Source: an optimization exercise on an open RTL-to-GDS flow (aim: small area, a short achievable clock period and few clock cycles per item). Production flows keep margins and buffers that such runs may drop.
Function was checked by simulation only, so behaviour that the tests miss may differ from the original.

### flow/flow/run.sh
#!/bin/bash
set -euo pipefail
export BUFFER_PORTS_ARGS="-buffer_cell sky130_fd_sc_hd__buf_1"
export SETUP_SLACK_MARGIN=6
bash standard.sh > standard.log 2>&1
### flow/standard.sh
#!/bin/bash
# synth_recipe.tcl (not shown) runs the flow's synth.tcl, then flattens the netlist and writes it again
# the make line also repeats each setting of config.mk as NAME=value (left out here)
make -C /OpenROAD-flow-scripts/flow DESIGN_CONFIG=/design/flow/config.mk WORK_HOME=/design/flow/orfs CLKGATE_MAP_FILE= SYNTH_SCRIPT=/design/flow/synth_recipe.tcl "${@:-finish}"
### flow/config.mk
export PLATFORM = sky130hd
export DESIGN_NAME = R_CORDIC_Unit
export DESIGN_NICKNAME = R_CORDIC_Unit
export VERILOG_FILES = /design/flow/design.v
export SDC_FILE = /design/flow/constraint.sdc
export NUM_CORES = 4
export LEC_CHECK = 0
export CAP_MARGIN = 20
export CORE_MARGIN = 2
export CORE_UTILIZATION = 60
export PLACE_DENSITY = 0.8
export SLEW_MARGIN = 20
### flow/constraint.sdc
create_clock -name core_clock -period 10.0 [get_ports {clk}]
set_input_delay 2.0000 -clock core_clock [delete_from_list [all_inputs] [get_ports {clk}]]
set_output_delay 2.0000 -clock core_clock [all_outputs]
set_load 0.01 [all_outputs]
### flow/design.v
module LUT (
    input      [14:0] step,     
    output reg [31:0] value
);
    always @(*) begin
        value = 32'h0;
        if (step[0]) value = value | 32'h2D000000;
        if (step[1]) value = value | 32'h1A90F0F5;
        if (step[2]) value = value | 32'h0E0926A5;
        if (step[3]) value = value | 32'h072023D0;
        if (step[4]) value = value | 32'h03937ABF;
        if (step[5]) value = value | 32'h01C95CAD;
        if (step[6]) value = value | 32'h00E492E5;
        if (step[7]) value = value | 32'h00722D16;
        if (step[8]) value = value | 32'h00391D3F;
        if (step[9]) value = value | 32'h001CC3DD;
        if (step[10]) value = value | 32'h000E2487;
        if (step[11]) value = value | 32'h00072290;
        if (step[12]) value = value | 32'h0003917C;
        if (step[13]) value = value | 32'h0001E66E;
        if (step[14]) value = value | 32'h0000E557;
    end
endmodule
module add_sk (input [31:0] a, input [31:0] b, input cin, output [31:0] s);
  wire [31:0] p = a ^ b;
  wire [31:0] g0 = a & b;
  wire gc0 = g0[0] | (p[0] & cin);
  wire g_0_1 = g0[1] | (p[1] & gc0);
  wire p_0_1 = p[1] & p[0];
  wire g_0_3 = g0[3] | (p[3] & g0[2]);
  wire p_0_3 = p[3] & p[2];
  wire g_0_5 = g0[5] | (p[5] & g0[4]);
  wire p_0_5 = p[5] & p[4];
  wire g_0_7 = g0[7] | (p[7] & g0[6]);
  wire p_0_7 = p[7] & p[6];
  wire g_0_9 = g0[9] | (p[9] & g0[8]);
  wire p_0_9 = p[9] & p[8];
  wire g_0_11 = g0[11] | (p[11] & g0[10]);
  wire p_0_11 = p[11] & p[10];
  wire g_0_13 = g0[13] | (p[13] & g0[12]);
  wire p_0_13 = p[13] & p[12];
  wire g_0_15 = g0[15] | (p[15] & g0[14]);
  wire p_0_15 = p[15] & p[14];
  wire g_0_17 = g0[17] | (p[17] & g0[16]);
  wire p_0_17 = p[17] & p[16];
  wire g_0_19 = g0[19] | (p[19] & g0[18]);
  wire p_0_19 = p[19] & p[18];
  wire g_0_21 = g0[21] | (p[21] & g0[20]);
  wire p_0_21 = p[21] & p[20];
  wire g_0_23 = g0[23] | (p[23] & g0[22]);
  wire p_0_23 = p[23] & p[22];
  wire g_0_25 = g0[25] | (p[25] & g0[24]);
  wire p_0_25 = p[25] & p[24];
  wire g_0_27 = g0[27] | (p[27] & g0[26]);
  wire p_0_27 = p[27] & p[26];
  wire g_0_29 = g0[29] | (p[29] & g0[28]);
  wire p_0_29 = p[29] & p[28];
  wire g_0_31 = g0[31] | (p[31] & g0[30]);
  wire p_0_31 = p[31] & p[30];
  wire g_1_2 = g0[2] | (p[2] & g_0_1);
  wire p_1_2 = p[2] & p_0_1;
  wire g_1_3 = g_0_3 | (p_0_3 & g_0_1);
  wire p_1_3 = p_0_3 & p_0_1;
  wire g_1_6 = g0[6] | (p[6] & g_0_5);
  wire p_1_6 = p[6] & p_0_5;
  wire g_1_7 = g_0_7 | (p_0_7 & g_0_5);
  wire p_1_7 = p_0_7 & p_0_5;
  wire g_1_10 = g0[10] | (p[10] & g_0_9);
  wire p_1_10 = p[10] & p_0_9;
  wire g_1_11 = g_0_11 | (p_0_11 & g_0_9);
  wire p_1_11 = p_0_11 & p_0_9;
  wire g_1_14 = g0[14] | (p[14] & g_0_13);
  wire p_1_14 = p[14] & p_0_13;
  wire g_1_15 = g_0_15 | (p_0_15 & g_0_13);
  wire p_1_15 = p_0_15 & p_0_13;
  wire g_1_18 = g0[18] | (p[18] & g_0_17);
  wire p_1_18 = p[18] & p_0_17;
  wire g_1_19 = g_0_19 | (p_0_19 & g_0_17);
  wire p_1_19 = p_0_19 & p_0_17;
  wire g_1_22 = g0[22] | (p[22] & g_0_21);
  wire p_1_22 = p[22] & p_0_21;
  wire g_1_23 = g_0_23 | (p_0_23 & g_0_21);
  wire p_1_23 = p_0_23 & p_0_21;
  wire g_1_26 = g0[26] | (p[26] & g_0_25);
  wire p_1_26 = p[26] & p_0_25;
  wire g_1_27 = g_0_27 | (p_0_27 & g_0_25);
  wire p_1_27 = p_0_27 & p_0_25;
  wire g_1_30 = g0[30] | (p[30] & g_0_29);
  wire p_1_30 = p[30] & p_0_29;
  wire g_1_31 = g_0_31 | (p_0_31 & g_0_29);
  wire p_1_31 = p_0_31 & p_0_29;
  wire g_2_4 = g0[4] | (p[4] & g_1_3);
  wire p_2_4 = p[4] & p_1_3;
  wire g_2_5 = g_0_5 | (p_0_5 & g_1_3);
  wire p_2_5 = p_0_5 & p_1_3;
  wire g_2_6 = g_1_6 | (p_1_6 & g_1_3);
  wire p_2_6 = p_1_6 & p_1_3;
  wire g_2_7 = g_1_7 | (p_1_7 & g_1_3);
  wire p_2_7 = p_1_7 & p_1_3;
  wire g_2_12 = g0[12] | (p[12] & g_1_11);
  wire p_2_12 = p[12] & p_1_11;
  wire g_2_13 = g_0_13 | (p_0_13 & g_1_11);
  wire p_2_13 = p_0_13 & p_1_11;
  wire g_2_14 = g_1_14 | (p_1_14 & g_1_11);
  wire p_2_14 = p_1_14 & p_1_11;
  wire g_2_15 = g_1_15 | (p_1_15 & g_1_11);
  wire p_2_15 = p_1_15 & p_1_11;
  wire g_2_20 = g0[20] | (p[20] & g_1_19);
  wire p_2_20 = p[20] & p_1_19;
  wire g_2_21 = g_0_21 | (p_0_21 & g_1_19);
  wire p_2_21 = p_0_21 & p_1_19;
  wire g_2_22 = g_1_22 | (p_1_22 & g_1_19);
  wire p_2_22 = p_1_22 & p_1_19;
  wire g_2_23 = g_1_23 | (p_1_23 & g_1_19);
  wire p_2_23 = p_1_23 & p_1_19;
  wire g_2_28 = g0[28] | (p[28] & g_1_27);
  wire p_2_28 = p[28] & p_1_27;
  wire g_2_29 = g_0_29 | (p_0_29 & g_1_27);
  wire p_2_29 = p_0_29 & p_1_27;
  wire g_2_30 = g_1_30 | (p_1_30 & g_1_27);
  wire p_2_30 = p_1_30 & p_1_27;
  wire g_2_31 = g_1_31 | (p_1_31 & g_1_27);
  wire p_2_31 = p_1_31 & p_1_27;
  wire g_3_8 = g0[8] | (p[8] & g_2_7);
  wire p_3_8 = p[8] & p_2_7;
  wire g_3_9 = g_0_9 | (p_0_9 & g_2_7);
  wire p_3_9 = p_0_9 & p_2_7;
  wire g_3_10 = g_1_10 | (p_1_10 & g_2_7);
  wire p_3_10 = p_1_10 & p_2_7;
  wire g_3_11 = g_1_11 | (p_1_11 & g_2_7);
  wire p_3_11 = p_1_11 & p_2_7;
  wire g_3_12 = g_2_12 | (p_2_12 & g_2_7);
  wire p_3_12 = p_2_12 & p_2_7;
  wire g_3_13 = g_2_13 | (p_2_13 & g_2_7);
  wire p_3_13 = p_2_13 & p_2_7;
  wire g_3_14 = g_2_14 | (p_2_14 & g_2_7);
  wire p_3_14 = p_2_14 & p_2_7;
  wire g_3_15 = g_2_15 | (p_2_15 & g_2_7);
  wire p_3_15 = p_2_15 & p_2_7;
  wire g_3_24 = g0[24] | (p[24] & g_2_23);
  wire p_3_24 = p[24] & p_2_23;
  wire g_3_25 = g_0_25 | (p_0_25 & g_2_23);
  wire p_3_25 = p_0_25 & p_2_23;
  wire g_3_26 = g_1_26 | (p_1_26 & g_2_23);
  wire p_3_26 = p_1_26 & p_2_23;
  wire g_3_27 = g_1_27 | (p_1_27 & g_2_23);
  wire p_3_27 = p_1_27 & p_2_23;
  wire g_3_28 = g_2_28 | (p_2_28 & g_2_23);
  wire p_3_28 = p_2_28 & p_2_23;
  wire g_3_29 = g_2_29 | (p_2_29 & g_2_23);
  wire p_3_29 = p_2_29 & p_2_23;
  wire g_3_30 = g_2_30 | (p_2_30 & g_2_23);
  wire p_3_30 = p_2_30 & p_2_23;
  wire g_3_31 = g_2_31 | (p_2_31 & g_2_23);
  wire p_3_31 = p_2_31 & p_2_23;
  wire g_4_16 = g0[16] | (p[16] & g_3_15);
  wire p_4_16 = p[16] & p_3_15;
  wire g_4_17 = g_0_17 | (p_0_17 & g_3_15);
  wire p_4_17 = p_0_17 & p_3_15;
  wire g_4_18 = g_1_18 | (p_1_18 & g_3_15);
  wire p_4_18 = p_1_18 & p_3_15;
  wire g_4_19 = g_1_19 | (p_1_19 & g_3_15);
  wire p_4_19 = p_1_19 & p_3_15;
  wire g_4_20 = g_2_20 | (p_2_20 & g_3_15);
  wire p_4_20 = p_2_20 & p_3_15;
  wire g_4_21 = g_2_21 | (p_2_21 & g_3_15);
  wire p_4_21 = p_2_21 & p_3_15;
  wire g_4_22 = g_2_22 | (p_2_22 & g_3_15);
  wire p_4_22 = p_2_22 & p_3_15;
  wire g_4_23 = g_2_23 | (p_2_23 & g_3_15);
  wire p_4_23 = p_2_23 & p_3_15;
  wire g_4_24 = g_3_24 | (p_3_24 & g_3_15);
  wire p_4_24 = p_3_24 & p_3_15;
  wire g_4_25 = g_3_25 | (p_3_25 & g_3_15);
  wire p_4_25 = p_3_25 & p_3_15;
  wire g_4_26 = g_3_26 | (p_3_26 & g_3_15);
  wire p_4_26 = p_3_26 & p_3_15;
  wire g_4_27 = g_3_27 | (p_3_27 & g_3_15);
  wire p_4_27 = p_3_27 & p_3_15;
  wire g_4_28 = g_3_28 | (p_3_28 & g_3_15);
  wire p_4_28 = p_3_28 & p_3_15;
  wire g_4_29 = g_3_29 | (p_3_29 & g_3_15);
  wire p_4_29 = p_3_29 & p_3_15;
  wire g_4_30 = g_3_30 | (p_3_30 & g_3_15);
  wire p_4_30 = p_3_30 & p_3_15;
  wire g_4_31 = g_3_31 | (p_3_31 & g_3_15);
  wire p_4_31 = p_3_31 & p_3_15;
  assign s = p ^ {g_4_30, g_4_29, g_4_28, g_4_27, g_4_26, g_4_25, g_4_24, g_4_23, g_4_22, g_4_21, g_4_20, g_4_19, g_4_18, g_4_17, g_4_16, g_3_15, g_3_14, g_3_13, g_3_12, g_3_11, g_3_10, g_3_9, g_3_8, g_2_7, g_2_6, g_2_5, g_2_4, g_1_3, g_1_2, g_0_1, gc0, cin};
endmodule
module rsh (
    input  [31:0] d,
    input  [3:0]  lo,
    input  [3:0]  hi,
    output [31:0] q
);
    wire [46:0] de = {{15{d[31]}}, d};
    wire [43:0] t;
    genvar j;
    generate
        for (j = 0; j < 44; j = j + 1) begin : s1
            assign t[j] = (lo[0] & de[j]) | (lo[1] & de[j + 1]) |
                          (lo[2] & de[j + 2]) | (lo[3] & de[j + 3]);
        end
        for (j = 0; j < 32; j = j + 1) begin : s2
            assign q[j] = (hi[0] & t[j]) | (hi[1] & t[j + 4]) |
                          (hi[2] & t[j + 8]) | (hi[3] & t[j + 12]);
        end
    endgenerate
endmodule
module R_CORDIC (
    input  [31:0] x,
    output [31:0] s,
    output [31:0] c,
    output [10:0] cin       
);
    wire w1 = x[31] ^ ~x[27];
    wire w2 = x[31] & ~x[27];
    wire w3 = ~x[28] ^ x[24];
    wire w4 = ~x[28] & x[24];
    wire w5 = ~x[29] ^ x[25];
    wire w6 = ~x[29] & x[25];
    wire w7 = ~x[30] ^ x[26];
    wire w8 = ~x[30] & x[26];
    wire w9 = ~x[15] ^ ~x[11];
    wire w10 = ~x[15] & ~x[11];
    wire w11 = ~x[16] ^ ~x[12];
    wire w12 = ~x[16] & ~x[12];
    wire w13 = ~x[17] ^ ~x[13];
    wire w14 = ~x[17] & ~x[13];
    wire w15 = ~x[18] ^ ~x[14] ^ x[10];
    wire w16 = (~x[18] & ~x[14]) | (~x[18] & x[10]) | (~x[14] & x[10]);
    wire w17 = x[8] ^ ~x[6];
    wire w18 = x[8] & ~x[6];
    wire w19 = ~x[19] ^ ~x[15] ^ x[11];
    wire w20 = (~x[19] & ~x[15]) | (~x[19] & x[11]) | (~x[15] & x[11]);
    wire w21 = x[9] ^ ~x[7];
    wire w22 = x[9] & ~x[7];
    wire w23 = ~x[20] ^ ~x[16] ^ x[12];
    wire w24 = (~x[20] & ~x[16]) | (~x[20] & x[12]) | (~x[16] & x[12]);
    wire w25 = x[10] ^ ~x[8];
    wire w26 = x[10] & ~x[8];
    wire w27 = ~x[21] ^ ~x[17] ^ x[13];
    wire w28 = (~x[21] & ~x[17]) | (~x[21] & x[13]) | (~x[17] & x[13]);
    wire w29 = x[11] ^ ~x[9] ^ ~x[6];
    wire w30 = (x[11] & ~x[9]) | (x[11] & ~x[6]) | (~x[9] & ~x[6]);
    wire w31 = ~x[22] ^ ~x[18] ^ x[14];
    wire w32 = (~x[22] & ~x[18]) | (~x[22] & x[14]) | (~x[18] & x[14]);
    wire w33 = x[12] ^ ~x[10] ^ ~x[7];
    wire w34 = (x[12] & ~x[10]) | (x[12] & ~x[7]) | (~x[10] & ~x[7]);
    wire w35 = ~x[23] ^ ~x[19] ^ x[15];
    wire w36 = (~x[23] & ~x[19]) | (~x[23] & x[15]) | (~x[19] & x[15]);
    wire w37 = x[13] ^ ~x[11] ^ ~x[8];
    wire w38 = (x[13] & ~x[11]) | (x[13] & ~x[8]) | (~x[11] & ~x[8]);
    wire w39 = ~x[5] ^ x[2];
    wire w40 = ~x[5] & x[2];
    wire w41 = ~x[24] ^ ~x[20] ^ x[16];
    wire w42 = (~x[24] & ~x[20]) | (~x[24] & x[16]) | (~x[20] & x[16]);
    wire w43 = x[14] ^ ~x[12] ^ ~x[9];
    wire w44 = (x[14] & ~x[12]) | (x[14] & ~x[9]) | (~x[12] & ~x[9]);
    wire w45 = ~x[6] ^ x[3] ^ x[1];
    wire w46 = (~x[6] & x[3]) | (~x[6] & x[1]) | (x[3] & x[1]);
    wire w47 = ~x[25] ^ ~x[21] ^ x[17];
    wire w48 = (~x[25] & ~x[21]) | (~x[25] & x[17]) | (~x[21] & x[17]);
    wire w49 = x[15] ^ ~x[13] ^ ~x[10];
    wire w50 = (x[15] & ~x[13]) | (x[15] & ~x[10]) | (~x[13] & ~x[10]);
    wire w51 = ~x[7] ^ x[4] ^ x[2];
    wire w52 = (~x[7] & x[4]) | (~x[7] & x[2]) | (x[4] & x[2]);
    wire w53 = ~x[26] ^ ~x[22] ^ x[18];
    wire w54 = (~x[26] & ~x[22]) | (~x[26] & x[18]) | (~x[22] & x[18]);
    wire w55 = x[16] ^ ~x[14] ^ ~x[11];
    wire w56 = (x[16] & ~x[14]) | (x[16] & ~x[11]) | (~x[14] & ~x[11]);
    wire w57 = ~x[8] ^ x[5] ^ x[3];
    wire w58 = (~x[8] & x[5]) | (~x[8] & x[3]) | (x[5] & x[3]);
    wire w59 = ~x[27] ^ ~x[23] ^ x[19];
    wire w60 = (~x[27] & ~x[23]) | (~x[27] & x[19]) | (~x[23] & x[19]);
    wire w61 = x[17] ^ ~x[15] ^ ~x[12];
    wire w62 = (x[17] & ~x[15]) | (x[17] & ~x[12]) | (~x[15] & ~x[12]);
    wire w63 = ~x[9] ^ x[6] ^ x[4];
    wire w64 = (~x[9] & x[6]) | (~x[9] & x[4]) | (x[6] & x[4]);
    wire w65 = ~x[28] ^ ~x[24] ^ x[20];
    wire w66 = (~x[28] & ~x[24]) | (~x[28] & x[20]) | (~x[24] & x[20]);
    wire w67 = x[18] ^ ~x[16] ^ ~x[13];
    wire w68 = (x[18] & ~x[16]) | (x[18] & ~x[13]) | (~x[16] & ~x[13]);
    wire w69 = ~x[10] ^ x[7] ^ x[5];
    wire w70 = (~x[10] & x[7]) | (~x[10] & x[5]) | (x[7] & x[5]);
    wire w71 = ~x[29] ^ ~x[25] ^ x[21];
    wire w72 = (~x[29] & ~x[25]) | (~x[29] & x[21]) | (~x[25] & x[21]);
    wire w73 = x[19] ^ ~x[17] ^ ~x[14];
    wire w74 = (x[19] & ~x[17]) | (x[19] & ~x[14]) | (~x[17] & ~x[14]);
    wire w75 = ~x[11] ^ x[8] ^ x[6];
    wire w76 = (~x[11] & x[8]) | (~x[11] & x[6]) | (x[8] & x[6]);
    wire w77 = ~x[30] ^ ~x[26] ^ x[22];
    wire w78 = (~x[30] & ~x[26]) | (~x[30] & x[22]) | (~x[26] & x[22]);
    wire w79 = x[20] ^ ~x[18] ^ ~x[15];
    wire w80 = (x[20] & ~x[18]) | (x[20] & ~x[15]) | (~x[18] & ~x[15]);
    wire w81 = ~x[12] ^ x[9] ^ x[7];
    wire w82 = (~x[12] & x[9]) | (~x[12] & x[7]) | (x[9] & x[7]);
    wire w83 = w1 ^ x[23] ^ x[21];
    wire w84 = (w1 & x[23]) | (w1 & x[21]) | (x[23] & x[21]);
    wire w85 = ~x[19] ^ ~x[16] ^ ~x[13];
    wire w86 = (~x[19] & ~x[16]) | (~x[19] & ~x[13]) | (~x[16] & ~x[13]);
    wire w87 = x[10] ^ x[8] ^ 1'b1;
    wire w88 = (x[10] & x[8]) | (x[10] & 1'b1) | (x[8] & 1'b1);
    wire w89 = w3 ^ x[22] ^ ~x[20];
    wire w90 = (w3 & x[22]) | (w3 & ~x[20]) | (x[22] & ~x[20]);
    wire w91 = ~x[17] ^ ~x[14] ^ x[11];
    wire w92 = (~x[17] & ~x[14]) | (~x[17] & x[11]) | (~x[14] & x[11]);
    wire w93 = x[9] ^ 1'b1 ^ w2;
    wire w94 = (x[9] & 1'b1) | (x[9] & w2) | (1'b1 & w2);
    wire w95 = w5 ^ x[23] ^ ~x[21];
    wire w96 = (w5 & x[23]) | (w5 & ~x[21]) | (x[23] & ~x[21]);
    wire w97 = ~x[18] ^ ~x[15] ^ x[12];
    wire w98 = (~x[18] & ~x[15]) | (~x[18] & x[12]) | (~x[15] & x[12]);
    wire w99 = x[10] ^ 1'b1 ^ w4;
    wire w100 = (x[10] & 1'b1) | (x[10] & w4) | (1'b1 & w4);
    wire w101 = w7 ^ x[24] ^ ~x[22];
    wire w102 = (w7 & x[24]) | (w7 & ~x[22]) | (x[24] & ~x[22]);
    wire w103 = ~x[19] ^ ~x[16] ^ x[13];
    wire w104 = (~x[19] & ~x[16]) | (~x[19] & x[13]) | (~x[16] & x[13]);
    wire w105 = x[11] ^ 1'b1 ^ w6;
    wire w106 = (x[11] & 1'b1) | (x[11] & w6) | (1'b1 & w6);
    wire w107 = x[31] ^ x[27] ^ x[25];
    wire w108 = (x[31] & x[27]) | (x[31] & x[25]) | (x[27] & x[25]);
    wire w109 = ~x[23] ^ ~x[20] ^ ~x[17];
    wire w110 = (~x[23] & ~x[20]) | (~x[23] & ~x[17]) | (~x[20] & ~x[17]);
    wire w111 = x[14] ^ x[12] ^ w8;
    wire w112 = (x[14] & x[12]) | (x[14] & w8) | (x[12] & w8);
    wire w113 = x[28] ^ x[26] ^ ~x[24];
    wire w114 = (x[28] & x[26]) | (x[28] & ~x[24]) | (x[26] & ~x[24]);
    wire w115 = ~x[21] ^ ~x[18] ^ x[15];
    wire w116 = (~x[21] & ~x[18]) | (~x[21] & x[15]) | (~x[18] & x[15]);
    wire w117 = x[13] ^ 1'b1;
    wire w118 = x[13] & 1'b1;
    wire w119 = x[29] ^ x[27] ^ ~x[25];
    wire w120 = (x[29] & x[27]) | (x[29] & ~x[25]) | (x[27] & ~x[25]);
    wire w121 = ~x[22] ^ ~x[19] ^ x[16];
    wire w122 = (~x[22] & ~x[19]) | (~x[22] & x[16]) | (~x[19] & x[16]);
    wire w123 = x[14] ^ 1'b1;
    wire w124 = x[14] & 1'b1;
    wire w125 = x[30] ^ x[28] ^ ~x[26];
    wire w126 = (x[30] & x[28]) | (x[30] & ~x[26]) | (x[28] & ~x[26]);
    wire w127 = ~x[23] ^ ~x[20] ^ x[17];
    wire w128 = (~x[23] & ~x[20]) | (~x[23] & x[17]) | (~x[20] & x[17]);
    wire w129 = x[15] ^ 1'b1;
    wire w130 = x[15] & 1'b1;
    wire w131 = ~x[31] ^ x[29] ^ ~x[27];
    wire w132 = (~x[31] & x[29]) | (~x[31] & ~x[27]) | (x[29] & ~x[27]);
    wire w133 = ~x[24] ^ ~x[21] ^ x[18];
    wire w134 = (~x[24] & ~x[21]) | (~x[24] & x[18]) | (~x[21] & x[18]);
    wire w135 = x[30] ^ ~x[28] ^ ~x[25];
    wire w136 = (x[30] & ~x[28]) | (x[30] & ~x[25]) | (~x[28] & ~x[25]);
    wire w137 = ~x[22] ^ x[19];
    wire w138 = ~x[22] & x[19];
    wire w139 = ~x[31] ^ ~x[29] ^ ~x[26];
    wire w140 = (~x[31] & ~x[29]) | (~x[31] & ~x[26]) | (~x[29] & ~x[26]);
    wire w141 = ~x[30] ^ ~x[27];
    wire w142 = ~x[30] & ~x[27];
    wire w143 = ~x[12] ^ ~x[8] ^ x[4];
    wire w144 = (~x[12] & ~x[8]) | (~x[12] & x[4]) | (~x[8] & x[4]);
    wire w145 = ~x[13] ^ ~x[9] ^ x[5];
    wire w146 = (~x[13] & ~x[9]) | (~x[13] & x[5]) | (~x[9] & x[5]);
    wire w147 = ~x[14] ^ ~x[10] ^ x[6];
    wire w148 = (~x[14] & ~x[10]) | (~x[14] & x[6]) | (~x[10] & x[6]);
    wire w149 = w9 ^ x[7] ^ x[5];
    wire w150 = (w9 & x[7]) | (w9 & x[5]) | (x[7] & x[5]);
    wire w151 = ~x[3] ^ ~x[0];
    wire w152 = ~x[3] & ~x[0];
    wire w153 = w11 ^ x[8] ^ x[6];
    wire w154 = (w11 & x[8]) | (w11 & x[6]) | (x[8] & x[6]);
    wire w155 = ~x[4] ^ ~x[1] ^ w10;
    wire w156 = (~x[4] & ~x[1]) | (~x[4] & w10) | (~x[1] & w10);
    wire w157 = w13 ^ x[9] ^ x[7];
    wire w158 = (w13 & x[9]) | (w13 & x[7]) | (x[9] & x[7]);
    wire w159 = ~x[5] ^ ~x[2] ^ w12;
    wire w160 = (~x[5] & ~x[2]) | (~x[5] & w12) | (~x[2] & w12);
    wire w161 = w15 ^ w17 ^ ~x[3];
    wire w162 = (w15 & w17) | (w15 & ~x[3]) | (w17 & ~x[3]);
    wire w163 = ~x[0] ^ 1'b1 ^ w14;
    wire w164 = (~x[0] & 1'b1) | (~x[0] & w14) | (1'b1 & w14);
    wire w165 = w19 ^ w21 ^ ~x[4];
    wire w166 = (w19 & w21) | (w19 & ~x[4]) | (w21 & ~x[4]);
    wire w167 = ~x[1] ^ w16 ^ w18;
    wire w168 = (~x[1] & w16) | (~x[1] & w18) | (w16 & w18);
    wire w169 = w23 ^ w25 ^ ~x[5];
    wire w170 = (w23 & w25) | (w23 & ~x[5]) | (w25 & ~x[5]);
    wire w171 = ~x[2] ^ w20 ^ w22;
    wire w172 = (~x[2] & w20) | (~x[2] & w22) | (w20 & w22);
    wire w173 = w27 ^ w29 ^ ~x[3];
    wire w174 = (w27 & w29) | (w27 & ~x[3]) | (w29 & ~x[3]);
    wire w175 = x[0] ^ w24 ^ w26;
    wire w176 = (x[0] & w24) | (x[0] & w26) | (w24 & w26);
    wire w177 = w31 ^ w33 ^ ~x[4];
    wire w178 = (w31 & w33) | (w31 & ~x[4]) | (w33 & ~x[4]);
    wire w179 = x[1] ^ w28 ^ w30;
    wire w180 = (x[1] & w28) | (x[1] & w30) | (w28 & w30);
    wire w181 = w35 ^ w37 ^ w39;
    wire w182 = (w35 & w37) | (w35 & w39) | (w37 & w39);
    wire w183 = x[0] ^ w32 ^ w34;
    wire w184 = (x[0] & w32) | (x[0] & w34) | (w32 & w34);
    wire w185 = w41 ^ w43 ^ w45;
    wire w186 = (w41 & w43) | (w41 & w45) | (w43 & w45);
    wire w187 = w36 ^ w38 ^ w40;
    wire w188 = (w36 & w38) | (w36 & w40) | (w38 & w40);
    wire w189 = w47 ^ w49 ^ w51;
    wire w190 = (w47 & w49) | (w47 & w51) | (w49 & w51);
    wire w191 = w42 ^ w44 ^ w46;
    wire w192 = (w42 & w44) | (w42 & w46) | (w44 & w46);
    wire w193 = w53 ^ w55 ^ w57;
    wire w194 = (w53 & w55) | (w53 & w57) | (w55 & w57);
    wire w195 = w48 ^ w50 ^ w52;
    wire w196 = (w48 & w50) | (w48 & w52) | (w50 & w52);
    wire w197 = w59 ^ w61 ^ w63;
    wire w198 = (w59 & w61) | (w59 & w63) | (w61 & w63);
    wire w199 = w54 ^ w56 ^ w58;
    wire w200 = (w54 & w56) | (w54 & w58) | (w56 & w58);
    wire w201 = w65 ^ w67 ^ w69;
    wire w202 = (w65 & w67) | (w65 & w69) | (w67 & w69);
    wire w203 = w60 ^ w62 ^ w64;
    wire w204 = (w60 & w62) | (w60 & w64) | (w62 & w64);
    wire w205 = w71 ^ w73 ^ w75;
    wire w206 = (w71 & w73) | (w71 & w75) | (w73 & w75);
    wire w207 = w66 ^ w68 ^ w70;
    wire w208 = (w66 & w68) | (w66 & w70) | (w68 & w70);
    wire w209 = w77 ^ w79 ^ w81;
    wire w210 = (w77 & w79) | (w77 & w81) | (w79 & w81);
    wire w211 = w72 ^ w74 ^ w76;
    wire w212 = (w72 & w74) | (w72 & w76) | (w74 & w76);
    wire w213 = w83 ^ w85 ^ w87;
    wire w214 = (w83 & w85) | (w83 & w87) | (w85 & w87);
    wire w215 = w78 ^ w80 ^ w82;
    wire w216 = (w78 & w80) | (w78 & w82) | (w80 & w82);
    wire w217 = w89 ^ w91 ^ w93;
    wire w218 = (w89 & w91) | (w89 & w93) | (w91 & w93);
    wire w219 = w84 ^ w86 ^ w88;
    wire w220 = (w84 & w86) | (w84 & w88) | (w86 & w88);
    wire w221 = w95 ^ w97 ^ w99;
    wire w222 = (w95 & w97) | (w95 & w99) | (w97 & w99);
    wire w223 = w90 ^ w92 ^ w94;
    wire w224 = (w90 & w92) | (w90 & w94) | (w92 & w94);
    wire w225 = w101 ^ w103 ^ w105;
    wire w226 = (w101 & w103) | (w101 & w105) | (w103 & w105);
    wire w227 = w96 ^ w98 ^ w100;
    wire w228 = (w96 & w98) | (w96 & w100) | (w98 & w100);
    wire w229 = w107 ^ w109 ^ w111;
    wire w230 = (w107 & w109) | (w107 & w111) | (w109 & w111);
    wire w231 = w102 ^ w104 ^ w106;
    wire w232 = (w102 & w104) | (w102 & w106) | (w104 & w106);
    wire w233 = w113 ^ w115 ^ w117;
    wire w234 = (w113 & w115) | (w113 & w117) | (w115 & w117);
    wire w235 = w108 ^ w110 ^ w112;
    wire w236 = (w108 & w110) | (w108 & w112) | (w110 & w112);
    wire w237 = w119 ^ w121 ^ w123;
    wire w238 = (w119 & w121) | (w119 & w123) | (w121 & w123);
    wire w239 = w114 ^ w116 ^ w118;
    wire w240 = (w114 & w116) | (w114 & w118) | (w116 & w118);
    wire w241 = w125 ^ w127 ^ w129;
    wire w242 = (w125 & w127) | (w125 & w129) | (w127 & w129);
    wire w243 = w120 ^ w122 ^ w124;
    wire w244 = (w120 & w122) | (w120 & w124) | (w122 & w124);
    wire w245 = w131 ^ w133 ^ x[16];
    wire w246 = (w131 & w133) | (w131 & x[16]) | (w133 & x[16]);
    wire w247 = w126 ^ w128 ^ w130;
    wire w248 = (w126 & w128) | (w126 & w130) | (w128 & w130);
    wire w249 = w135 ^ w137 ^ x[17];
    wire w250 = (w135 & w137) | (w135 & x[17]) | (w137 & x[17]);
    wire w251 = 1'b1 ^ w132 ^ w134;
    wire w252 = (1'b1 & w132) | (1'b1 & w134) | (w132 & w134);
    wire w253 = w139 ^ ~x[23] ^ x[20];
    wire w254 = (w139 & ~x[23]) | (w139 & x[20]) | (~x[23] & x[20]);
    wire w255 = x[18] ^ w136 ^ w138;
    wire w256 = (x[18] & w136) | (x[18] & w138) | (w136 & w138);
    wire w257 = w141 ^ ~x[24] ^ x[21];
    wire w258 = (w141 & ~x[24]) | (w141 & x[21]) | (~x[24] & x[21]);
    wire w259 = x[19] ^ 1'b1 ^ w140;
    wire w260 = (x[19] & 1'b1) | (x[19] & w140) | (1'b1 & w140);
    wire w261 = x[31] ^ ~x[28] ^ ~x[25];
    wire w262 = (x[31] & ~x[28]) | (x[31] & ~x[25]) | (~x[28] & ~x[25]);
    wire w263 = x[22] ^ x[20] ^ w142;
    wire w264 = (x[22] & x[20]) | (x[22] & w142) | (x[20] & w142);
    wire w265 = ~x[29] ^ ~x[26] ^ x[23];
    wire w266 = (~x[29] & ~x[26]) | (~x[29] & x[23]) | (~x[26] & x[23]);
    wire w267 = x[21] ^ 1'b1;
    wire w268 = x[21] & 1'b1;
    wire w269 = ~x[30] ^ ~x[27] ^ x[24];
    wire w270 = (~x[30] & ~x[27]) | (~x[30] & x[24]) | (~x[27] & x[24]);
    wire w271 = x[22] ^ 1'b1;
    wire w272 = x[22] & 1'b1;
    wire w273 = x[31] ^ ~x[28] ^ x[25];
    wire w274 = (x[31] & ~x[28]) | (x[31] & x[25]) | (~x[28] & x[25]);
    wire w275 = ~x[29] ^ x[26];
    wire w276 = ~x[29] & x[26];
    wire w277 = ~x[30] ^ x[27];
    wire w278 = ~x[30] & x[27];
    wire w279 = ~x[10] ^ ~x[6];
    wire w280 = ~x[10] & ~x[6];
    wire w281 = ~x[11] ^ ~x[7] ^ x[3];
    wire w282 = (~x[11] & ~x[7]) | (~x[11] & x[3]) | (~x[7] & x[3]);
    wire w283 = w143 ^ x[2] ^ ~x[0];
    wire w284 = (w143 & x[2]) | (w143 & ~x[0]) | (x[2] & ~x[0]);
    wire w285 = w145 ^ x[3] ^ ~x[1];
    wire w286 = (w145 & x[3]) | (w145 & ~x[1]) | (x[3] & ~x[1]);
    wire w287 = w147 ^ x[4] ^ ~x[2];
    wire w288 = (w147 & x[4]) | (w147 & ~x[2]) | (x[4] & ~x[2]);
    wire w289 = w149 ^ w151 ^ 1'b1;
    wire w290 = (w149 & w151) | (w149 & 1'b1) | (w151 & 1'b1);
    wire w291 = w153 ^ w155 ^ w150;
    wire w292 = (w153 & w155) | (w153 & w150) | (w155 & w150);
    wire w293 = w157 ^ w159 ^ w154;
    wire w294 = (w157 & w159) | (w157 & w154) | (w159 & w154);
    wire w295 = w161 ^ w163 ^ w158;
    wire w296 = (w161 & w163) | (w161 & w158) | (w163 & w158);
    wire w297 = w165 ^ w167 ^ w162;
    wire w298 = (w165 & w167) | (w165 & w162) | (w167 & w162);
    wire w299 = w169 ^ w171 ^ w166;
    wire w300 = (w169 & w171) | (w169 & w166) | (w171 & w166);
    wire w301 = w173 ^ w175 ^ w170;
    wire w302 = (w173 & w175) | (w173 & w170) | (w175 & w170);
    wire w303 = w177 ^ w179 ^ w174;
    wire w304 = (w177 & w179) | (w177 & w174) | (w179 & w174);
    wire w305 = w181 ^ w183 ^ w178;
    wire w306 = (w181 & w183) | (w181 & w178) | (w183 & w178);
    wire w307 = w185 ^ w187 ^ w182;
    wire w308 = (w185 & w187) | (w185 & w182) | (w187 & w182);
    wire w309 = w189 ^ w191 ^ w186;
    wire w310 = (w189 & w191) | (w189 & w186) | (w191 & w186);
    wire w311 = w193 ^ w195 ^ w190;
    wire w312 = (w193 & w195) | (w193 & w190) | (w195 & w190);
    wire w313 = w197 ^ w199 ^ w194;
    wire w314 = (w197 & w199) | (w197 & w194) | (w199 & w194);
    wire w315 = w201 ^ w203 ^ w198;
    wire w316 = (w201 & w203) | (w201 & w198) | (w203 & w198);
    wire w317 = w205 ^ w207 ^ w202;
    wire w318 = (w205 & w207) | (w205 & w202) | (w207 & w202);
    wire w319 = w209 ^ w211 ^ w206;
    wire w320 = (w209 & w211) | (w209 & w206) | (w211 & w206);
    wire w321 = w213 ^ w215 ^ w210;
    wire w322 = (w213 & w215) | (w213 & w210) | (w215 & w210);
    wire w323 = w217 ^ w219 ^ w214;
    wire w324 = (w217 & w219) | (w217 & w214) | (w219 & w214);
    wire w325 = w221 ^ w223 ^ w218;
    wire w326 = (w221 & w223) | (w221 & w218) | (w223 & w218);
    wire w327 = w225 ^ w227 ^ w222;
    wire w328 = (w225 & w227) | (w225 & w222) | (w227 & w222);
    wire w329 = w229 ^ w231 ^ w226;
    wire w330 = (w229 & w231) | (w229 & w226) | (w231 & w226);
    wire w331 = w233 ^ w235 ^ w230;
    wire w332 = (w233 & w235) | (w233 & w230) | (w235 & w230);
    wire w333 = w237 ^ w239 ^ w234;
    wire w334 = (w237 & w239) | (w237 & w234) | (w239 & w234);
    wire w335 = w241 ^ w243 ^ w238;
    wire w336 = (w241 & w243) | (w241 & w238) | (w243 & w238);
    wire w337 = w245 ^ w247 ^ w242;
    wire w338 = (w245 & w247) | (w245 & w242) | (w247 & w242);
    wire w339 = w249 ^ w251 ^ w246;
    wire w340 = (w249 & w251) | (w249 & w246) | (w251 & w246);
    wire w341 = w253 ^ w255 ^ w250;
    wire w342 = (w253 & w255) | (w253 & w250) | (w255 & w250);
    wire w343 = w257 ^ w259 ^ w254;
    wire w344 = (w257 & w259) | (w257 & w254) | (w259 & w254);
    wire w345 = w261 ^ w263 ^ w258;
    wire w346 = (w261 & w263) | (w261 & w258) | (w263 & w258);
    wire w347 = w265 ^ w267 ^ w262;
    wire w348 = (w265 & w267) | (w265 & w262) | (w267 & w262);
    wire w349 = w269 ^ w271 ^ w266;
    wire w350 = (w269 & w271) | (w269 & w266) | (w271 & w266);
    wire w351 = w273 ^ x[23] ^ w270;
    wire w352 = (w273 & x[23]) | (w273 & w270) | (x[23] & w270);
    wire w353 = w275 ^ x[24] ^ 1'b1;
    wire w354 = (w275 & x[24]) | (w275 & 1'b1) | (x[24] & 1'b1);
    wire w355 = w277 ^ x[25] ^ 1'b1;
    wire w356 = (w277 & x[25]) | (w277 & 1'b1) | (x[25] & 1'b1);
    wire w357 = x[31] ^ x[28] ^ x[26];
    wire w358 = (x[31] & x[28]) | (x[31] & x[26]) | (x[28] & x[26]);
    wire w359 = x[29] ^ x[27];
    wire w360 = x[29] & x[27];
    wire w361 = x[30] ^ x[28];
    wire w362 = x[30] & x[28];
    wire w363 = ~x[4] ^ ~x[0];
    wire w364 = ~x[4] & ~x[0];
    wire w365 = ~x[5] ^ ~x[1];
    wire w366 = ~x[5] & ~x[1];
    wire w367 = ~x[6] ^ ~x[2];
    wire w368 = ~x[6] & ~x[2];
    wire w369 = ~x[7] ^ ~x[3];
    wire w370 = ~x[7] & ~x[3];
    wire w371 = ~x[8] ^ ~x[4] ^ x[0];
    wire w372 = (~x[8] & ~x[4]) | (~x[8] & x[0]) | (~x[4] & x[0]);
    wire w373 = ~x[9] ^ ~x[5] ^ x[1];
    wire w374 = (~x[9] & ~x[5]) | (~x[9] & x[1]) | (~x[5] & x[1]);
    wire w375 = w279 ^ x[2] ^ x[0];
    wire w376 = (w279 & x[2]) | (w279 & x[0]) | (x[2] & x[0]);
    wire w377 = w281 ^ x[1] ^ w280;
    wire w378 = (w281 & x[1]) | (w281 & w280) | (x[1] & w280);
    wire w379 = w283 ^ 1'b1 ^ w282;
    wire w380 = (w283 & 1'b1) | (w283 & w282) | (1'b1 & w282);
    wire w381 = w285 ^ w144 ^ w284;
    wire w382 = (w285 & w144) | (w285 & w284) | (w144 & w284);
    wire w383 = w287 ^ w146 ^ w286;
    wire w384 = (w287 & w146) | (w287 & w286) | (w146 & w286);
    wire w385 = w289 ^ w148 ^ w288;
    wire w386 = (w289 & w148) | (w289 & w288) | (w148 & w288);
    wire w387 = w291 ^ w152 ^ w290;
    wire w388 = (w291 & w152) | (w291 & w290) | (w152 & w290);
    wire w389 = w293 ^ w156 ^ w292;
    wire w390 = (w293 & w156) | (w293 & w292) | (w156 & w292);
    wire w391 = w295 ^ w160 ^ w294;
    wire w392 = (w295 & w160) | (w295 & w294) | (w160 & w294);
    wire w393 = w297 ^ w164 ^ w296;
    wire w394 = (w297 & w164) | (w297 & w296) | (w164 & w296);
    wire w395 = w299 ^ w168 ^ w298;
    wire w396 = (w299 & w168) | (w299 & w298) | (w168 & w298);
    wire w397 = w301 ^ w172 ^ w300;
    wire w398 = (w301 & w172) | (w301 & w300) | (w172 & w300);
    wire w399 = w303 ^ w176 ^ w302;
    wire w400 = (w303 & w176) | (w303 & w302) | (w176 & w302);
    wire w401 = w305 ^ w180 ^ w304;
    wire w402 = (w305 & w180) | (w305 & w304) | (w180 & w304);
    wire w403 = w307 ^ w184 ^ w306;
    wire w404 = (w307 & w184) | (w307 & w306) | (w184 & w306);
    wire w405 = w309 ^ w188 ^ w308;
    wire w406 = (w309 & w188) | (w309 & w308) | (w188 & w308);
    wire w407 = w311 ^ w192 ^ w310;
    wire w408 = (w311 & w192) | (w311 & w310) | (w192 & w310);
    wire w409 = w313 ^ w196 ^ w312;
    wire w410 = (w313 & w196) | (w313 & w312) | (w196 & w312);
    wire w411 = w315 ^ w200 ^ w314;
    wire w412 = (w315 & w200) | (w315 & w314) | (w200 & w314);
    wire w413 = w317 ^ w204 ^ w316;
    wire w414 = (w317 & w204) | (w317 & w316) | (w204 & w316);
    wire w415 = w319 ^ w208 ^ w318;
    wire w416 = (w319 & w208) | (w319 & w318) | (w208 & w318);
    wire w417 = w321 ^ w212 ^ w320;
    wire w418 = (w321 & w212) | (w321 & w320) | (w212 & w320);
    wire w419 = w323 ^ w216 ^ w322;
    wire w420 = (w323 & w216) | (w323 & w322) | (w216 & w322);
    wire w421 = w325 ^ w220 ^ w324;
    wire w422 = (w325 & w220) | (w325 & w324) | (w220 & w324);
    wire w423 = w327 ^ w224 ^ w326;
    wire w424 = (w327 & w224) | (w327 & w326) | (w224 & w326);
    wire w425 = w329 ^ w228 ^ w328;
    wire w426 = (w329 & w228) | (w329 & w328) | (w228 & w328);
    wire w427 = w331 ^ w232 ^ w330;
    wire w428 = (w331 & w232) | (w331 & w330) | (w232 & w330);
    wire w429 = w333 ^ w236 ^ w332;
    wire w430 = (w333 & w236) | (w333 & w332) | (w236 & w332);
    wire w431 = w335 ^ w240 ^ w334;
    wire w432 = (w335 & w240) | (w335 & w334) | (w240 & w334);
    wire w433 = w337 ^ w244 ^ w336;
    wire w434 = (w337 & w244) | (w337 & w336) | (w244 & w336);
    wire w435 = w339 ^ w248 ^ w338;
    wire w436 = (w339 & w248) | (w339 & w338) | (w248 & w338);
    wire w437 = w341 ^ w252 ^ w340;
    wire w438 = (w341 & w252) | (w341 & w340) | (w252 & w340);
    wire w439 = w343 ^ w256 ^ w342;
    wire w440 = (w343 & w256) | (w343 & w342) | (w256 & w342);
    wire w441 = w345 ^ w260 ^ w344;
    wire w442 = (w345 & w260) | (w345 & w344) | (w260 & w344);
    wire w443 = w347 ^ w264 ^ w346;
    wire w444 = (w347 & w264) | (w347 & w346) | (w264 & w346);
    wire w445 = w349 ^ w268 ^ w348;
    wire w446 = (w349 & w268) | (w349 & w348) | (w268 & w348);
    wire w447 = w351 ^ w272 ^ w350;
    wire w448 = (w351 & w272) | (w351 & w350) | (w272 & w350);
    wire w449 = w353 ^ w274 ^ w352;
    wire w450 = (w353 & w274) | (w353 & w352) | (w274 & w352);
    wire w451 = w355 ^ w276 ^ w354;
    wire w452 = (w355 & w276) | (w355 & w354) | (w276 & w354);
    wire w453 = w357 ^ w278 ^ w356;
    wire w454 = (w357 & w278) | (w357 & w356) | (w278 & w356);
    wire w455 = w359 ^ 1'b1 ^ w358;
    wire w456 = (w359 & 1'b1) | (w359 & w358) | (1'b1 & w358);
    wire w457 = w361 ^ 1'b1 ^ w360;
    wire w458 = (w361 & 1'b1) | (w361 & w360) | (1'b1 & w360);
    wire w459 = ~x[31] ^ x[29] ^ w362;
    wire w460 = (~x[31] & x[29]) | (~x[31] & w362) | (x[29] & w362);
    wire w461 = x[30] ^ 1'b1;
    wire w462 = x[30] & 1'b1;
    wire [23:0] la = {w401, w399, w397, w395, w393, w391, w389, w387, w385, w383, w381, w379, w377, w375, w373, w371, w369, w367, w365, w363, ~x[3], ~x[2], ~x[1], ~x[0]};
    wire [23:0] lb = {w400, w398, w396, w394, w392, w390, w388, w386, w384, w382, w380, w378, w376, w374, w372, w370, w368, w366, w364, 1'b1, 1'b0, 1'b0, 1'b0, 1'b1};
    wire [23:0] lg = la & lb;
    wire [23:0] lp = la | lb;
    wire cg1 = lg[1] | (lp[1] & lg[0]);
    wire cp1 = lp[1] & lp[0];
    wire cg2 = lg[3] | (lp[3] & lg[2]);
    wire cp2 = lp[3] & lp[2];
    wire cg3 = cg2 | (cp2 & cg1);
    wire cp3 = cp2 & cp1;
    wire cg4 = lg[5] | (lp[5] & lg[4]);
    wire cp4 = lp[5] & lp[4];
    wire cg5 = lg[7] | (lp[7] & lg[6]);
    wire cp5 = lp[7] & lp[6];
    wire cg6 = cg5 | (cp5 & cg4);
    wire cp6 = cp5 & cp4;
    wire cg7 = lg[9] | (lp[9] & lg[8]);
    wire cp7 = lp[9] & lp[8];
    wire cg8 = lg[11] | (lp[11] & lg[10]);
    wire cp8 = lp[11] & lp[10];
    wire cg9 = cg8 | (cp8 & cg7);
    wire cp9 = cp8 & cp7;
    wire cg10 = lg[13] | (lp[13] & lg[12]);
    wire cp10 = lp[13] & lp[12];
    wire cg11 = lg[15] | (lp[15] & lg[14]);
    wire cp11 = lp[15] & lp[14];
    wire cg12 = cg11 | (cp11 & cg10);
    wire cp12 = cp11 & cp10;
    wire cg13 = lg[17] | (lp[17] & lg[16]);
    wire cp13 = lp[17] & lp[16];
    wire cg14 = lg[19] | (lp[19] & lg[18]);
    wire cp14 = lp[19] & lp[18];
    wire cg15 = cg14 | (cp14 & cg13);
    wire cp15 = cp14 & cp13;
    wire cg16 = lg[21] | (lp[21] & lg[20]);
    wire cp16 = lp[21] & lp[20];
    wire cg17 = lg[23] | (lp[23] & lg[22]);
    wire cp17 = lp[23] & lp[22];
    wire cg18 = cg17 | (cp17 & cg16);
    wire cp18 = cp17 & cp16;
    assign cin = {cg18, cp18, cg15, cp15, cg12, cp12, cg9, cp9, cg6, cp6, cg3};
    assign s = {1'b1, ~x[31], w461, w459, w457, w455, w453, w451, w449, w447, w445, w443, w441, w439, w437, w435, w433, w431, w429, w427, w425, w423, w421, w419, w417, w415, w413, w411, w409, w407, w405, w403};
    assign c = {1'b0, w462, w460, w458, w456, w454, w452, w450, w448, w446, w444, w442, w440, w438, w436, w434, w432, w430, w428, w426, w424, w422, w420, w418, w416, w414, w412, w410, w408, w406, w404, w402};
endmodule
module R_CORDIC_Unit (
    input signed [31:0]      i_data_1,
    input signed [31:0]      i_data_2,
    input signed [31:0]      angle,
    input                    en,
    input                    rst,
    input                    clk,
    output signed [31:0]     o_data_1,
    output signed [31:0]     o_data_2,
    output                   done_flag
);
    reg        busy, done;
    reg signed [31:0] bx, by, ba;
    reg        [10:0] bc;          
    reg        [3:0]  sxl, sxh;    
    reg        [3:0]  syl, syh;    
    reg        [17:0] oh;          
    reg               fin;     
    reg               hold;    
    reg               sgx;     
    reg               sgy_n;   
    reg               sga_n;   
    wire m1 = oh[15];
    wire m2 = oh[16];
    wire m3 = oh[17];
    wire        fin_n  = !en && busy && (m1 || m2);
    wire        hold_n = !en && busy && m2;
    wire [3:0]  nl = en ? 4'd1 : {oh[2] | oh[6] | oh[10],
                                  oh[1] | oh[5] | oh[9]  | oh[13],
                                  oh[0] | oh[4] | oh[8]  | oh[12],
                                  oh[3] | oh[7] | oh[11]};
    wire [3:0]  nh = en ? 4'd1 : {oh[11] | oh[12] | oh[13],
                                  oh[7]  | oh[8]  | oh[9]  | oh[10],
                                  oh[3]  | oh[4]  | oh[5]  | oh[6],
                                  oh[0]  | oh[1]  | oh[2]};
    wire [31:0] t;
    LUT lut (.step(oh[14:0]), .value(t));
    wire c24  = bc[10] | (bc[9] & (bc[8] | (bc[7] & (bc[6] | (bc[5] & (bc[4] |
                (bc[3] & (bc[2] | (bc[1] & bc[0])))))))));
    wire cinx = sgx | (fin & c24);
    wire [31:0] sx, sy;
    rsh rsh_x (.d(bx), .lo(sxl), .hi(sxh), .q(sx));
    rsh rsh_y (.d(by), .lo(syl), .hi(syh), .q(sy));
    wire [31:0] nx, ny, na;
    add_sk add_x (.a(bx), .b(sy ^ {32{sgx}}),   .cin(cinx),  .s(nx));
    add_sk add_y (.a(by), .b(sx ^ {32{sgy_n}}), .cin(sgy_n), .s(ny));
    add_sk add_a (.a(ba), .b(t  ^ {32{sga_n}}), .cin(sga_n), .s(na));
    wire [31:0] ks, kc;
    wire [10:0] kci;
    R_CORDIC gain (.x(ba), .s(ks), .c(kc), .cin(kci));
    wire [31:0] ba_n = en ? angle : m1 ? by : (m2 || oh[14]) ? nx : na;
    wire        sg_n = en ? angle[31] : na[31];
    always @(posedge clk or posedge rst) begin
        if (rst) begin
            busy <= 1'b0;
            done <= 1'b0;
        end else begin
            done <= busy && m3;
            if (en)
                busy <= 1'b1;
            else if (m3)
                busy <= 1'b0;
        end
    end
    always @(posedge clk) begin
        bc    <= kci;
        fin   <= fin_n;
        hold  <= hold_n;
        sxl   <= nl;
        sxh   <= nh;
        syl   <= fin_n ? 4'd1 : nl;
        syh   <= fin_n ? 4'd1 : nh;
        oh    <= en ? 18'd1 : oh << 1;
        sgx   <= sg_n & ~fin_n;
        sgy_n <= ~sg_n;
        sga_n <= ~(sg_n | hold_n);
        ba    <= ba_n;
        if (en) begin
            bx <= i_data_1;
            by <= i_data_2;
        end else if (m1 | m2) begin
            bx <= ks;
            by <= kc;
        end else begin
            bx <= nx;
            by <= ny;
        end
    end
    assign o_data_1  = ba;
    assign o_data_2  = bx;
    assign done_flag = done;
endmodule
==> results_dict.tcl, run 1 <==
set metrics [dict create \
    synth_top_family_by_area "adder cells" \
    grt_antenna_before_repair 0 \
    clk-insertion-delay-late_ns 0.48 \
    setup_tns_ns 0 \
    clk_pin_slew_ns 0.08 \
    cts.path.max_buffers 2 \
    drt-pass1-iter-count 8 \
    totalWireLength_um 67740 \
    synthAdderAreaFrac_pct 31.90 \
    start_kind "flop" \
    setup_viol 0 \
    fmax_ghz 0.2426 \
    critPathMaxFanout 8 \
    min_period_ns 4.122 \
    status "timing/DRC/antenna clean" \
    synth_edf_count 0 \
    muxShareOfSynthArea_pct 1.373 \
    cap_viol_max_count 0 \
    slowest_delay_ns 0.40 \
    end_kind "flop" \
    grt_use_total_pct 42.13 \
    syn_to_final_growth_pct 14.57 \
    nets 2670 \
    initial_core_util_pct 60.87 \
    finClkSkew_ns 0.02235 \
    ys.flop_type "dfxtp_1" \
    synth_compound_area_share_pct 22.75 \
    synth_cell_type_count 85 \
    syn_area_mm2 0.01804 \
    grt_pass1_wl_um 98210 \
    synth_xor_area_share_pct 7.663 \
    drc_errors 0 \
    cp.required_ns 10.40 \
    n_antenna_cell 0 \
    avgSynthCellArea_um2 8.587 \
    slowest_stage "or3_4" \
    row_count 63 \
    syn_nets 2537 \
    hpwl_um 50790 \
    yosysSeqAreaShare_pct 16.37 \
    synth-seq-cells 147 \
    hold_path.class "flop to flop" \
    fp.dieArea_mm2 0.03147 \
    dp.cells 2548 \
    synthArstFlopShare_pct 1.361 \
    grt_pass1_vias 16981 \
    cts_root_buf "clkbuf_16" \
    final_cell_mix "inv_1 (218), fa_1 (201), nand2_1 (199)" \
    synthCells 2101 \
    vias 17707 \
    grt_max_degree 94 \
    path_class "flop to flop" \
    final-hold-violation-count 0 \
    fin_hold_ws_ns 0.4528 \
    design_area_mm2 0.02067 \
    rsz0062_at_grt "true" \
    cp.arrival_ns 4.53 \
    cp_cell_sequence "buf_12 > or3_4 > a22o_1 > a222oi_1 > nand2_1 > xor2_1 > ha_1 > nand4_1 > buf_4 > nor3_4 > nand2_2 > o2111ai_4 > a311oi_4 > buf_6 > nor4b_2 > o21ai_0 > a21oi_2" \
    chipWidth_um 177.4 \
    overflow 0 \
    layout_commonest_cell "inv_1" \
    synthSimpleGateAreaFrac_pct 12.62 \
    core_area_mm2 0.02964 \
    drv_slew 0 \
    portBuffers 163 \
    drt-wirelength-per-cell_um 25.69 \
    place_area_mm2 0.01880 \
    gp_congestion 1.053 \
    cts_inserted_buffers 17 \
    drt_iter0_drc 2617 \
    vias_per_cell 6.715 \
    relSlewSlack_pct 28.87 \
    yosysWarningCount 2 \
    cts_sinks 147 \
    io_pins 164 \
    drive_gt1_share_pct 12.42 \
    drtAntennaViolNets 0 \
    die_y_um 177.4 \
    tightest_slew_ns 1.057 \
    cts_htree_levels 4 \
    cts_tree "yes" \
    min_period_over_period_pct 41.22 \
    fin_cells 2637 \
]
## synth_stat cells, types with 7 or more instances
cell type | count | area (µm²)
a22o_1 | 28 | 245.2
o21ai_0 | 73 | 365.4
and2_1 | 7 | 43.79
a21oi_1 | 137 | 685.7
ha_1 | 132 | 1652
xor2_1 | 55 | 481.7
buf_1 | 8 | 30.03
and3_1 | 11 | 68.82
a221oi_1 | 32 | 280.3
clkbuf_1 | 109 | 409.1
o211ai_1 | 12 | 90.09
a31oi_1 | 11 | 68.82
nor2b_1 | 24 | 150.1
or3_1 | 10 | 62.56
xnor2_1 | 101 | 884.6
a21o_1 | 21 | 157.7
a22oi_1 | 139 | 1044
a222oi_1 | 10 | 100.1
o22ai_1 | 13 | 81.33
nor3_1 | 37 | 185.2
nand2b_1 | 14 | 87.58
inv_1 | 222 | 833.3
nor4_1 | 16 | 100.1
nand2_1 | 214 | 803.3
o21a_1 | 13 | 97.59
nor2_1 | 110 | 412.9
nand4_1 | 11 | 68.82
o21bai_1 | 7 | 52.55
fa_1 | 205 | 4104
a2bb2oi_1 | 10 | 87.58
a211oi_1 | 18 | 135.1
nand3_1 | 22 | 110.1
dfxtp_1 | 145 | 2903
mux2i_1 | 18 | 180.2
o21ai_1 | 10 | 50.05
## routing by layer
layer  vias up  global-route usage, %  routed length (µm)
met3       319                  8.205                7717
met4         0                  30.29                5635
met2      1327                  64.44               29620
met5         -                      0                   0
met1      8454                  53.29               24770
li1       7607                      -                   -
## sequential cells by signal, indices dropped and copies added, names as in the netlist
| name | cells |
|---|---|
| sga_n | 1 |
| sxh | 4 |
| sgy_n | 1 |
| busy | 1 |
| sgx | 1 |
| bx | 32 |
| syl | 4 |
| oh | 18 |
| done | 1 |
| bc | 11 |
| syh | 4 |
| fin | 1 |
| ba | 32 |
| by | 32 |
| sxl | 4 |
## worst paths after layout
kind,start,endpoint,slack [ns],cells past startpoint
min in group asynchronous,rst,done,1.34,2
setup / recovery,syl[3],ba[30],5.88,17
hold reg to reg,oh[17],busy,0.45,1
max in group asynchronous,rst,busy,8.55,2
hold / removal,oh[17],busy,0.45,1
setup reg to reg,syl[3],ba[30],5.88,17
## cells by family (layout without fill, tap and decap cells)
kind of cell             after synthesis  count (layout)
multiplexers                          24              24
buffers and inverters                346             492
adder cells (fa/ha/maj)              337             337
AND/OR/NAND/NOR                      500             500
XOR/XNOR                             157             157
AO/OA/AOI/OAI                        590             590
flip-flops                           147             147
## repair_timing
item / CTS / global route
endpoints found under the setup margin: 74 / 77
cloned: 0 / 3
hold buffers: 0 / 0
resized for setup: 50 / 133
pin swaps: 13 / 54
buffers inserted: 8 / 46
## metrics by stage
step                      util, %  setup slack [ns]
after floorplan                 -             6.041
after global placement      63.42             5.385
after detailed placement    63.44             5.292
after CTS                   66.32             5.965
after global routing        69.74             5.700
final                       69.74             5.878
## cell type report
class	instances	area, µm²
clock buffer	17	425.4
clock inverter	15	156.4
fill	2328	8967
inverter	223	849.6
multi-input combinational	1608	14440
sequential	147	3012
tap	390	488.0
timing repair buffer	237	1305
## worst max-delay path, delay by kind of cell (launching register included)
| family | cells | cell delay [ns] |
|---|---|---|
| AO/OA/AOI/OAI | 6 | 1.33 |
| buffers and inverters | 3 | 0.53 |
| AND/OR/NAND/NOR | 6 | 1.29 |
| adder cells (fa/ha/maj) | 1 | 0.35 |
| XOR/XNOR | 1 | 0.15 |
| flip-flops | 1 | 0.38 |
Testbench counts, summed over its fixed seeds: cycles 9,736, items 512.
==> inputs of run 2 (changes only) <==
==> flow/flow/run.sh (replaced) <==
#!/bin/bash
set -euo pipefail
export BUFFER_PORTS_ARGS="-buffer_cell sky130_fd_sc_hd__buf_1"
export SETUP_SLACK_MARGIN=5.75
bash standard.sh > standard.log 2>&1
==> results_dict.tcl, run 2 <==
set metrics [dict create \
    yosysSeqAreaShare_pct 16.37 \
    clk_pin_slew_ns 0.08 \
    synthArstFlopShare_pct 1.361 \
    synth_area_leaders "fa_1 (23%), dfxtp_1 (16%), ha_1 (9.2%), a22oi_1 (5.8%), xnor2_1 (4.9%)" \
    synth_edf_count 0 \
    drv_slew 0 \
    cts_htree_levels 4 \
    grt_antenna_before_repair 0 \
    cts_tree "yes" \
    overflow 0 \
    hpwl_um 50790 \
    yosys.area.top_type "fa_1" \
    critPathBufInv 3 \
    cts_root_buf "clkbuf_16" \
    dp.cells 2548 \
    synth_cell_type_count 85 \
    r2r.worst_path.cells 19 \
    slowest_delay_ns 0.43 \
    portBuffers 163 \
    syn_nets 2537 \
    path_class "flop to flop" \
    end_kind "flop" \
    regArea_mm2 0.002985 \
    cts.path.max_buffers 2 \
    synth_commonest_cells "inv_1 (222), nand2_1 (214), fa_1 (205)" \
    totalWireLength_um 65610 \
    grt_pass1_vias 16807 \
    top_regs "ba: 32 flops, bx: 32 flops, by: 32 flops" \
    finClkSkew_ns 0.02444 \
    fp.dieArea_mm2 0.03147 \
    synthCells 2101 \
    cts_sinks 147 \
    layout_commonest_cell "inv_1" \
    rsz0062_at_grt "true" \
    slowest_stage "fa_1" \
    n_antenna_cell 0 \
    die_y_um 177.4 \
    cp_cell_sequence "buf_6 > a22oi_2 > nand2_2 > a22oi_2 > nand2_1 > xnor2_1 > fa_1 > fa_1 > nand2b_4 > a21oi_4 > buf_4 > o21ai_2 > a211oi_2 > o21ai_1 > o211ai_1 > buf_4 > o41a_1 > o211ai_1 > o31a_1" \
    grt_use_total_pct 41.84 \
    core_area_mm2 0.02964 \
    design_area_mm2 0.01968 \
    vias 17286 \
    gp_congestion 1.053 \
    syn_to_final_growth_pct 9.085 \
    drc_errors 0 \
    synth_most_common_cell "inv_1" \
    final_cell_mix "inv_1 (221), nand2_1 (213), fa_1 (205)" \
    initial_core_util_pct 60.87 \
    grt_pass1_wl_um 97470 \
    drive_gt1_share_pct 6.056 \
    grt_max_degree 94 \
    critPathMaxFanout 33 \
    chipWidth_um 177.4 \
    yosysWarningCount 2 \
    syn_area_mm2 0.01804 \
    nets 2619 \
    drt-wirelength-per-cell_um 25.37 \
    synth_top_area_share_pct 22.75 \
    critPathTopFamily "compound AO/OA/AOI/OAI gates" \
    clk-insertion-delay-late_ns 0.48 \
    cp.required_ns 10.37 \
    place_area_mm2 0.01880 \
    synth-seq-cells 147 \
    cp.arrival_ns 4.49 \
    io_pins 164 \
    fillers 2456 \
    ys.flop_type "dfxtp_1" \
    drt_iter0_drc 2467 \
    hold_path.class "flop to flop" \
    min_period_ns 4.123 \
    relSlewSlack_pct 27.10 \
    cp.depth 19 \
    row_count 63 \
    setup_tns_ns 0 \
    cts_inserted_buffers 17 \
    min_period_over_period_pct 41.23 \
    vias_per_cell 6.684 \
    final-hold-violation-count 0 \
    tightest_slew_ns 1.084 \
    fin_cells 2586 \
    status "timing/DRC/antenna clean" \
    cap_viol_max_count 0 \
    drtAntennaViolNets 0 \
    hold_depth 1 \
    multi_input_area_mm2 0.01398 \
    drt-pass1-iter-count 8 \
    fmax_ghz 0.2426 \
    setup_viol 0 \
    avgSynthCellArea_um2 8.587 \
    start_kind "flop" \
]
## run 2: repair_timing
| item | CTS | global route |
|---|---|---|
| pin swaps | 3 | 11 |
| hold buffers | 0 | 0 |
| resized for setup | 19 | 41 |
| endpoints found under the setup margin | 44 | 50 |
| buffers inserted | 1 | 5 |
## run 2: worst paths after layout
check	start	endpoint	slack [ns]
min	oh[17]	busy	0.45
max	syl[0]	ba[23]	5.88
min reg2reg	oh[17]	busy	0.45
max in group asynchronous	rst	busy	8.56
min in group asynchronous	rst	done	1.33
max reg2reg	syl[0]	ba[23]	5.88
## run 2: cells by family after synthesis
group / Yosys count / synth area share (%)
AND/OR/NAND/NOR: 500 / 12.62
multiplexers: 24 / 1.373
adder cells (fa/ha/maj): 337 / 31.90
XOR/XNOR: 157 / 7.663
buffers and inverters: 346 / 7.323
flip-flops: 147 / 16.37
AO/OA/AOI/OAI: 590 / 22.75
## run 2: layout make-up
type | count | area share, %
clock buffers | 17 | 2.161
clock inverters | 15 | 0.7947
inverters | 223 | 4.272
multi-input cells | 1608 | 71.04
flip-flops and latches | 147 | 15.17
well taps | 390 | 2.479
repair buffers | 186 | 4.081
## run 2: metal layers
layer / track usage, % / part of all wire [%] / vias up
met2: 64.37 / 44 / 1259
met3: 7.948 / 11 / 280
met1: 53.33 / 37 / 8256
met5: 0 / 0 / -
met4: 28.59 / 7.7 / 0
li1: - / - / 7491
## run 2: per-stage QoR
stage          hold slack, ns  utilization [%]  worst slack [ns]
6_report               0.4490            66.40             5.877
5_1_grt                0.5056            66.40             5.683
4_1_cts                0.4520            65.60             5.661
3_5_place_dp           0.4422            63.44             5.292
3_3_place_gp           0.4274            63.42             5.385
2_1_floorplan          0.3998                -             6.041

-- port drivers added, routing unchanged --
The flow's constraints put no driver on any port. The routed layouts listed below were extracted and timed again, unchanged, in two steps. Step 1, drivers: a clkbuf_16 drives clk and a buf_2 each remaining input, both assumed. Step 2, shift: input delay + t, output delay - t, t = (earliest + latest rising clock arrival at the registers) / 2. This alone moves slack from input paths to output paths. Slacks: ideal / step 1 / step 2; pairs: ideal / step 1.
run | t (ns) | slack for setup (ns) | worst setup path after step 2
run 1 | 0.527 | 5.878 / 5.878 / 5.517 | input to register
run 2 | 0.526 | 5.877 / 5.877 / 5.530 | input to register
After both steps every run listed still meets setup and hold. The setup slack of run 1, which loses most, moves by 0.000 ns with the drivers and by -0.361 ns with both steps.
